Context: an optimization exercise on an open-source flow, tuned for small area and a short achievable clock period. The choices shown serve that exercise and are no tape-out recipe. Function was checked by simulation only, so behaviour that the tests miss may differ from the original. Power is estimated from default activity; no workload was simulated.

## flow/constraint.sdc

```tcl
create_clock -name core_clock -period 5.0 [get_ports {sys_clk}]
set_input_delay 1.0000 -clock core_clock [delete_from_list [all_inputs] [get_ports {sys_clk}]]
set_output_delay 1.0000 -clock core_clock [all_outputs]
set_load 0.01 [all_outputs]
```

## flow/config.mk

```make
export PLATFORM = sky130hd
export DESIGN_NAME = timer_top
export DESIGN_NICKNAME = timer_top
export VERILOG_FILES = /design/flow/design.v
export SDC_FILE = /design/flow/constraint.sdc
export NUM_CORES = 4
export LEC_CHECK = 0
export CAP_MARGIN = 20
export CORE_MARGIN = 2
export CORE_UTILIZATION = 40
export SLEW_MARGIN = 20
```

## flow/design.v

```verilog
module apb_slave(
  input wire sys_clk,
  input wire sys_rst_n,
  input wire tim_pwrite,
  input wire tim_psel,
  input wire tim_penable,
  output wire tim_pready,
  output wire wr_en,
  output wire rd_en
);
reg wait_state;
assign wr_en = tim_psel & tim_penable & tim_pwrite;
assign rd_en = tim_psel & tim_penable & ~tim_pwrite;
always @(posedge sys_clk or negedge sys_rst_n) begin
  if (!sys_rst_n) begin
    wait_state <= 0;
  end
  else begin
    if (tim_psel & tim_penable) begin
      wait_state <= 1;
    end
    else begin
      wait_state <= 0;
    end
  end
end
assign tim_pready = (tim_psel & tim_penable) ? (wait_state ? 1'b1 : 1'b0) : 1'b0;
endmodule
module register
(
  input wire sys_clk,
  input wire sys_rst_n,
  input wire [63:0] cnt,
  input wire wr_en,
  input wire rd_en,
  input wire [11:0] addr,
  input wire [31:0] wdata,
  input wire [3:0] pstrb,
  input wire tim_pready,
  input wire halt_ack,
  input wire int_st,
  output reg int_en,
  output wire tisr_wr_sel,
  output wire cnt_clr,
  output reg [31:0] rdata,
  output reg timer_en,
  output reg [3:0] div_val,
  output reg div_en,
  output reg halt_req,
  output reg [63:0] tcmp,
  output wire tdr_0_wr_sel,
  output wire tdr_1_wr_sel,
  output wire error
);
parameter ADDR_TCR    = 12'h00;
parameter ADDR_TDR0   = 12'h04;
parameter ADDR_TDR1   = 12'h08;
parameter ADDR_TCMP0  = 12'h0C;
parameter ADDR_TCMP1  = 12'h10;
parameter ADDR_TIER   = 12'h14;
parameter ADDR_TISR   = 12'h18;
parameter ADDR_THCSR  = 12'h1C;
wire tcr_wr_sel;
wire tier_wr_sel;
reg timer_en_pre;
wire err_div_en_change;
wire err_div_val_change;
assign tcr_wr_sel    = wr_en & (addr == ADDR_TCR);  
assign tdr_0_wr_sel  = wr_en & (addr == ADDR_TDR0); 
assign tdr_1_wr_sel  = wr_en & (addr == ADDR_TDR1); 
assign tier_wr_sel   = wr_en & (addr == ADDR_TIER); 
assign tisr_wr_sel   = wr_en & (addr == ADDR_TISR); 
assign err_div_en_change    = timer_en & tcr_wr_sel & pstrb[0] & (wdata[1] != div_en);
assign err_div_val_change   = (timer_en & tcr_wr_sel & pstrb[1] & (wdata[11:8] != div_val)) | (tcr_wr_sel && pstrb[1] && (wdata[11:8] > 4'b1000));
assign error = err_div_en_change || err_div_val_change ;
always @(posedge sys_clk or negedge sys_rst_n) begin
  if (!sys_rst_n) begin
    div_en   <= 1'b0;
    timer_en <= 1'b0;
    div_val  <= 4'b0001;
    tcmp     <= 64'hFFFF_FFFF_FFFF_FFFF;
    halt_req <= 1'b0;
    int_en   <= 1'b0;
  end
  else if (wr_en) begin
    case (addr)
      ADDR_TCR: begin
	timer_en <= (~error && pstrb[0]) ? wdata[0] : timer_en; 	
	div_en   <= (~error && pstrb[0]) ? wdata[1] : div_en; 	
	div_val  <= (~error && pstrb[1]) ? wdata[11:8] : div_val; 	
      end
      ADDR_TCMP0: begin
        tcmp[31:24] <= (pstrb[3]) ? wdata[31:24]  : tcmp[31:24];
        tcmp[23:16] <= (pstrb[2]) ? wdata[23:16]  : tcmp[23:16];
        tcmp[15:8]  <= (pstrb[1]) ? wdata[15:8]   : tcmp[15:8];
        tcmp[7:0]   <= (pstrb[0]) ? wdata[7:0]    : tcmp[7:0];
      end     
      ADDR_TCMP1: begin
        tcmp[63:56] <= (pstrb[3]) ? wdata[31:24]  : tcmp[63:56];
        tcmp[55:48] <= (pstrb[2]) ? wdata[23:16]  : tcmp[55:48];
        tcmp[47:40] <= (pstrb[1]) ? wdata[15:8]   : tcmp[47:40];
        tcmp[39:32] <= (pstrb[0]) ? wdata[7:0]    : tcmp[39:32];
      end     
      ADDR_TIER: begin
        int_en <= (pstrb[0]) ? wdata[0] : int_en;
      end
      ADDR_THCSR: begin
        halt_req <= (pstrb[0]) ? wdata[0] : halt_req;
      end
      default: begin
        div_val  <= div_val;
	div_en   <= div_en;
	timer_en <= timer_en;
	tcmp     <= tcmp;
	int_en   <= int_en;
	halt_req <= halt_req;
      end
    endcase
  end
  else begin
    div_val  <= div_val;
    div_en   <= div_en;
    timer_en <= timer_en;
    tcmp     <= tcmp;
    int_en   <= int_en;
    halt_req <= halt_req;
  end
end
always @(*) begin
  if (rd_en && tim_pready) begin
    case (addr)
      ADDR_TCR    : rdata = {20'b0, div_val, 6'b0, div_en, timer_en};
      ADDR_TDR0   : rdata = cnt[31:0];
      ADDR_TDR1   : rdata = cnt[63:32];
      ADDR_TCMP0  : rdata = tcmp[31:0];
      ADDR_TCMP1  : rdata = tcmp[63:32];
      ADDR_TIER   : rdata = {31'b0, int_en};
      ADDR_TISR   : rdata = {31'b0, int_st};
      ADDR_THCSR  : rdata = {30'b0, halt_ack, halt_req};
      default     : rdata = 32'h0000_0000;  
    endcase
  end
  else begin
    rdata = 32'h0000_0000;
  end
end
always @(posedge sys_clk or negedge sys_rst_n) begin
  if(!sys_rst_n)
    timer_en_pre <= 1'b0;
  else
    timer_en_pre <= timer_en;
end
assign cnt_clr = timer_en_pre & ~timer_en;
endmodule
module counter_control
(
  input wire sys_clk,
  input wire sys_rst_n,
  input wire dbg_mode,
  input wire timer_en,
  input wire div_en,
  input wire halt_req,
  input wire [3:0] div_val,
  output wire cnt_en,
  output wire halt_ack
);
reg [7:0] int_cnt;
reg [7:0] limit;
wire normal_mode;
wire control_mode;
wire mode0;
wire cnt_rst;
wire [7:0] int_cnt_nxt;
always @* begin
  case (div_val)
    4'b0001: limit = 8'd1;
    4'b0010: limit = 8'd3;
    4'b0011: limit = 8'd7;
    4'b0100: limit = 8'd15;
    4'b0101: limit = 8'd31;
    4'b0110: limit = 8'd63;
    4'b0111: limit = 8'd127;
    4'b1000: limit = 8'd255;
    default: limit = 8'd0;
  endcase
end
assign cnt_rst = ~timer_en | ~div_en | (int_cnt == limit);
assign halt_ack = halt_req & dbg_mode;
assign normal_mode = timer_en & ~div_en;
assign mode0 = timer_en & div_en & (div_val == 4'b0000);
assign control_mode = timer_en & div_en & (div_val != 4'b0000);
assign int_cnt_nxt = halt_ack ? int_cnt : (cnt_rst ? 8'h0 : (timer_en ? int_cnt + 1 : int_cnt));
always @(posedge sys_clk or negedge sys_rst_n)
  if (!sys_rst_n)
    int_cnt  <= 1'b0;
  else
    int_cnt <= int_cnt_nxt;
assign cnt_en = (normal_mode || mode0 || (control_mode && (int_cnt == limit))) & ~halt_ack;
endmodule
module counter_block
(
  input wire sys_clk,
  input wire sys_rst_n,
  input wire cnt_en,
  input wire [3:0] pstrb,
  input wire [31:0] wdata,
  input wire tdr_0_wr_sel,
  input wire tdr_1_wr_sel,
  input wire cnt_clr,
  output reg [63:0] cnt
);
always @(posedge sys_clk or negedge sys_rst_n) begin
  if (!sys_rst_n) begin
    cnt[63:0] <= 64'b0;
  end
  else if (cnt_clr) begin
    cnt[63:0] <= 64'b0;
  end
  else if (tdr_0_wr_sel) begin
    cnt[31:24] <= (pstrb[3]) ? wdata[31:24]  : cnt[31:24];
    cnt[23:16] <= (pstrb[2]) ? wdata[23:16]  : cnt[23:16];
    cnt[15:8]  <= (pstrb[1]) ? wdata[15:8]   : cnt[15:8];
    cnt[7:0]   <= (pstrb[0]) ? wdata[7:0]    : cnt[7:0];
  end
  else if (tdr_1_wr_sel) begin
    cnt[63:56] <= (pstrb[3]) ? wdata[31:24]  : cnt[63:56];
    cnt[55:48] <= (pstrb[2]) ? wdata[23:16]  : cnt[55:48];
    cnt[47:40] <= (pstrb[1]) ? wdata[15:8]   : cnt[47:40];
    cnt[39:32] <= (pstrb[0]) ? wdata[7:0]    : cnt[39:32];
  end
  else if (cnt_en)
    cnt <= cnt + 1;
  else 
    cnt <= cnt;
end
endmodule
module interrupt
(
  input wire sys_clk,
  input wire sys_rst_n,
  input wire tisr_wr_sel,
  input wire [31:0] wdata,
  input wire [3:0] pstrb,
  input wire [63:0] cnt,
  input wire [63:0] tcmp,
  input wire int_en,
  output reg int_st,
  output wire tim_int
);
wire int_set;
wire int_clr;
assign int_set = (cnt == tcmp);
assign int_clr = (int_st == 1) && tisr_wr_sel && (wdata[0] == 1'b1) && pstrb[0]; 
always @(posedge sys_clk or negedge sys_rst_n) begin
  if (!sys_rst_n) begin
    int_st <= 0;
  end
  else begin
    if (int_clr)
      int_st <= 1'b0;
    else begin
      if (int_set)
        int_st <= 1'b1;
      else
        int_st <= int_st;
    end
  end
end
assign tim_int = int_en && int_st;
endmodule
module timer_top
( input wire sys_clk,
  input wire sys_rst_n,
  input wire tim_pwrite,
  input wire tim_psel,
  input wire tim_penable,
  input wire [11:0] tim_paddr,
  input wire [31:0] tim_pwdata,
  input wire [3:0] tim_pstrb,
  input wire dbg_mode,
  output wire [31:0] tim_prdata,
  output wire tim_int,
  output wire tim_pready,
  output wire tim_pslverr
);
wire wr_en;
wire rd_en;
wire timer_en;
wire [3:0] div_val;
wire div_en;
wire halt_req;
wire halt_ack;
wire [63:0] cnt;
wire cnt_clr;
wire cnt_en;
wire tdr_0_wr_sel;
wire tdr_1_wr_sel;
wire int_st;
wire int_en;
wire tisr_wr_sel;
wire [63:0] tcmp;
apb_slave u_apb_slave
(
  .sys_clk                  (sys_clk),
  .sys_rst_n                (sys_rst_n),
  .tim_pwrite               (tim_pwrite),
  .tim_psel                 (tim_psel),
  .tim_penable              (tim_penable),
  .tim_pready               (tim_pready),
  .wr_en                    (wr_en),
  .rd_en                    (rd_en)
);
register u_register
(
  .sys_clk                  (sys_clk),
  .sys_rst_n                (sys_rst_n),
  .cnt                      (cnt),
  .wr_en                    (wr_en),
  .rd_en                    (rd_en),
  .addr                     (tim_paddr),
  .wdata                    (tim_pwdata),
  .pstrb                    (tim_pstrb),
  .tim_pready               (tim_pready),
  .halt_ack                 (halt_ack),
  .int_st                   (int_st),    
  .int_en                   (int_en),
  .tisr_wr_sel              (tisr_wr_sel),
  .cnt_clr                  (cnt_clr),
  .rdata                    (tim_prdata),
  .timer_en                 (timer_en),
  .div_val                  (div_val),
  .div_en                   (div_en),
  .halt_req                 (halt_req),
  .tcmp                     (tcmp), 
  .tdr_0_wr_sel             (tdr_0_wr_sel),
  .tdr_1_wr_sel             (tdr_1_wr_sel),
  .error                    (tim_pslverr)
);
counter_control u_counter_control
(
  .sys_clk                  (sys_clk),
  .sys_rst_n                (sys_rst_n),
  .dbg_mode                 (dbg_mode),
  .timer_en                 (timer_en),
  .div_en                   (div_en),
  .halt_req                 (halt_req),
  .div_val                  (div_val),
  .cnt_en                   (cnt_en),
  .halt_ack                 (halt_ack)
);
counter_block u_counter_block
(
  .sys_clk		    (sys_clk),	      
  .sys_rst_n                (sys_rst_n),
  .cnt_en                   (cnt_en),
  .pstrb                    (tim_pstrb),
  .wdata                    (tim_pwdata),
  .tdr_0_wr_sel             (tdr_0_wr_sel),
  .tdr_1_wr_sel             (tdr_1_wr_sel),
  .cnt_clr                  (cnt_clr),                            
  .cnt                      (cnt)
);
interrupt u_interrupt
(
  .sys_clk		    (sys_clk),	      
  .sys_rst_n                (sys_rst_n),
  .tisr_wr_sel              (tisr_wr_sel),
  .wdata                    (tim_pwdata),
  .pstrb                    (tim_pstrb),
  .cnt                      (cnt),
  .tcmp                     (tcmp), 
  .int_en                   (int_en),
  .int_st                   (int_st),    
  .tim_int                  (tim_int)
);
endmodule
```

## flow/run.sh

```bash
#!/bin/bash
# synth_recipe.tcl (not shown) runs the flow's synth.tcl, then flattens the netlist and writes it again
# the make line also repeats each setting of config.mk as NAME=value (left out here)
make -C /OpenROAD-flow-scripts/flow DESIGN_CONFIG=/design/flow/config.mk WORK_HOME=/design/flow/orfs CLKGATE_MAP_FILE= SYNTH_SCRIPT=/design/flow/synth_recipe.tcl finish
```

==> out/qor.txt <==
VDD IR-drop max - 0.172 mV
WP data required - 4.00 ns
Most used cell, CP - clkdlybuf4s50_1
Multiplexer share of the synthesized area - 8.66%
Critical path class - input port to output port
Crit-path slowest cell - or3b_2
Seq/Total Area, Yosys - 38.0%
Netlist Area Pre-Place - 9880 sq um
Cell with the most instances after synthesis - nand2_1
Worst flop-to-flop path startpoint - u_register.div_val[3]$_DFFE_PN0P_
Largest net degree at the start of global routing - 83
DP Cell Count - 1450
Seq pwr share - 45.5%
Final hold vios - 0
Adder and majority gate portion of the synthesized area - 0.253%
Clk network pwr share - 50.0%
Slew @ Worst Pin - 1.06 ns
Reg2Reg Capture Point - u_counter_block.cnt[50]$_DFFE_PN0P_
DIE WIDTH - 161 um
DP Area - 11200 sq um
Area share of the largest cell type after synthesis - 20.8%
First-pass GRT wire length - 55900 um
CP Capture Type - output port
Yosys warns - 5
P_int - 2.02 mW
Hold path depth - 1
Remaining Overflow, GRT - 0
Cells along the critical path - clkdlybuf4s50_1 > nor4_1 > nand3_1 > or3b_2 > buf_4 > a21oi_1 > clkdlybuf4s50_1
Layout cells sized above 1 - 20.0%
Syn Nets - 1138
Fin crit share - 94.5%
Clk_skew - 0.00888 ns
Gate power share - 4.5%
Async set-reset flop share out of synthesis - 100%
PwrDens - 223 nW/um^2
Clock Latency Late Sink - 0.43 ns
Per-cell routed wire length - 24.2 um
GRT Total Usage - 28.0%
Die H - 161 um
Syn_area_per_cell - 9.13 sq um
Area Overhead vs Synth - 19.0%
Setup TNS - 0 ns
RSZ-0062 raised after global routing - no
Status - finished clean
Unique cell type count in the Yosys netlist - 83
CP max FO - 32
Post-Synth Simple-Gate Area - 20.6%
Number of antenna violations at the first check in global routing - 0
DRC - 0
Post-cts hold buffer count - 0
Clock tree buffer depth - 2
Leak - 4.00 nW
Antenna cells - 0
Hold Path End - u_interrupt.int_st$_DFFE_PN0P_
Post-Route WL - 35900 um
CORE AREA - 24300 sq um
XOR/XNOR share of the synthesized area - 6.65%
Dpl ws - 0.251 ns
Startpoint Class - input port
Post-CTS Resized - 0
Syn Inst Count - 1082
Final nets - 1201
Synth Register Bits - 147
Setup violators final - 0
Worst setup path startpoint - tim_paddr[9]
Commonest cells post-synth - nand2_1, a21oi_1, dfrtp_1
Crit path time final - 4.73 ns
GPL Wtd Cong - 0.972
Largest delay share family, worst path - simple AND/OR/NAND/NOR gates
Largest family of logic cells by synthesized area - compound AO/OA/AOI/OAI gates
Hold Crit Class - flip-flop to flip-flop
Number of detailed-route iterations in the first pass - 6
Avg Vias per Cell - 6.43
Die area - 26000 sq um
FMAX - 212 MHz
Arrival time worst endpoint - 3.73 ns
Synth area leaders - dfrtp_1, dfstp_2, mux2_2, xnor2_1, nand2_1
Vias in the first global route - 9013
Top-level I/O count - 89
Worst path bufs/invs - 3
Setup Fix Bufs, Post-CTS - 0
Clk slew on worst S/H paths - 0.06 ns
CTS root buffer - clkbuf_16
Max Cap Violations - 0
DP HPWL - 25800 um
Post-synth EDFFs - 0
Finished Cell Area - 11800 sq um
Fin cells - 1481
Starting Density - 40.6%
Hold_sp - u_interrupt.int_st$_DFFE_PN0P_
Sw power - 0.606 mW
Top FF cell, synth - dfrtp_1
Sw Share - 23.1%
Synth Area in Compound Gates - 22.2%
Reg2Reg Setup Slack - 1.35 ns
CTS buffer count - 17
Final slew viol count - 0
Reg2Reg Depth - 9
Total of fill cells in the finished design - 2310
Max_slew headroom - 29.1%
Site Rows - 57
CP peak stage delay - 0.56 ns
Vias - 9516
Final worst slack - 0.274 ns
Yosys top cell by area - dfrtp_1
Clock Sinks - 147
H-tree depth - 4
TritonCTS clock tree - yes
DRT iter0 DRCs - 1085
Routed Antenna Nets - 0
Port buffer count - 88
-- power by group through the flow --
stage          registers (mW)  logic (mW)  clock network (mW)
3_5_place_dp             1.22       0.119                   0
2_1_floorplan            1.22      0.0205                   0
6_report                 1.20       0.118                1.31
5_1_grt                  1.20       0.129                1.39
4_1_cts                  1.20       0.120                1.33
3_3_place_gp             1.22       0.119                   0
-- logic make-up after synthesis --
family	after synthesis
XOR/XNOR	75
AO/OA/AOI/OAI	313
AND/OR/NAND/NOR	383
adder cells (fa/ha/maj)	2
buffers and inverters	87
multiplexers	75
flip-flops	147
-- layout make-up --
| type | instances | area, sq um | area share (%) |
|---|---|---|---|
| inverters | 14 | 52.6 | 0.447 |
| flip-flops and latches | 147 | 3760 | 32.0 |
| clock inverters | 14 | 165 | 1.41 |
| repair buffers | 117 | 1150 | 9.78 |
| clock buffers | 17 | 425 | 3.62 |
| multi-input cells | 848 | 5800 | 49.3 |
| well taps | 324 | 405 | 3.45 |
-- registers in the layout, indices dropped and copies added (netlist names) --
signal and flops:
u_register.timer_en_pre 1, u_apb_slave.wait_state 1, u_register.int_en 1, u_register.div_val 4, u_register.timer_en 1, u_register.div_en 1
u_interrupt.int_st 1, u_counter_block.cnt 64, u_register.halt_req 1, u_register.tcmp 64, u_counter_control.int_cnt 8
-- stage by stage --
stage	hold slack (ns)	util [%]	power, mW
finish	0.508	48.3	2.63
global route	0.574	48.3	2.71
CTS	0.515	48.3	2.64
detailed placement	0.504	45.9	1.34
global placement	0.511	45.9	1.34
floorplan	0.465	-	1.24
-- metal layers --
metal  up-vias  track usage (%)  routed length (um)
met4         0             8.32                 952
met3        59             4.65                2390
met2       419             44.0               16600
met1      4757             39.7               15900
li1       4281                -                   -
met5         -                0                   0
-- cell usage in the layout (no fill, tap or decap), types with 10 or more instances in the layout --
cell type,n
nor2_1,46
dfstp_2,65
buf_4,25
clkbuf_16,17
and3_1,12
clkdlybuf4s50_1,87
o21ai_1,23
a31oi_1,12
a222oi_1,30
o22ai_1,11
nor3_1,18
xnor2_1,67
a21oi_1,83
o211ai_1,19
nand2_1,118
mux2_2,74
nor4_1,44
and2_1,16
dfrtp_1,82
o31ai_1,10
nand3_1,39
o21ai_0,37
inv_1,14
nand4_1,29
a2bb2oi_1,17
-- worst reg2reg max path, cell delays in order, from the launching register on --
cell	delay [ns]
dfrtp_1	0.65
nor4b_2	0.50
o211a_2	0.26
o221ai_2	0.14
o41ai_4	0.36
buf_4	0.35
nand2_1	0.45
buf_4	0.32
or4_1	0.47
nand3_1	0.09
-- worst max path at each step --
stage | endpoint | slack, ns | depth (start not counted)
finish | tim_prdata[22] | 0.27 | 7
global route | tim_prdata[5] | 0.08 | 9
CTS | tim_prdata[1] | 0.24 | 7
detailed placement | tim_prdata[1] | 0.25 | 7
global placement | tim_prdata[1] | 0.31 | 7
floorplan | tim_prdata[10] | 1.18 | 9

re-timing with driven ports:
In the flow no input, the clock included, has a driving cell. The finished layout below was timed again as built, in two steps.
Step 1 (the two cells are an assumption about what drives the block):
set clk [get_ports {sys_clk}]
set_driving_cell -lib_cell sky130_fd_sc_hd__clkbuf_16 $clk
set_driving_cell -lib_cell sky130_fd_sc_hd__buf_2 [delete_from_list [all_inputs] $clk]
Step 2 times the ports against the registers' clock, not the clock port: input delays grow and output delays shrink by t, the midpoint of the rising clock arrivals with the driver on.
Slacks: ideal ports / drivers / drivers and shift; pairs: ideal ports / drivers.
t (ns): 0.472
slack for setup (ns): 0.274 / 0.250 / 0.250
worst setup path at the end: input to output
After both steps setup and hold are still met in this run. The setup slack of this run moves by -0.024 ns with the drivers and by -0.024 ns with both steps.
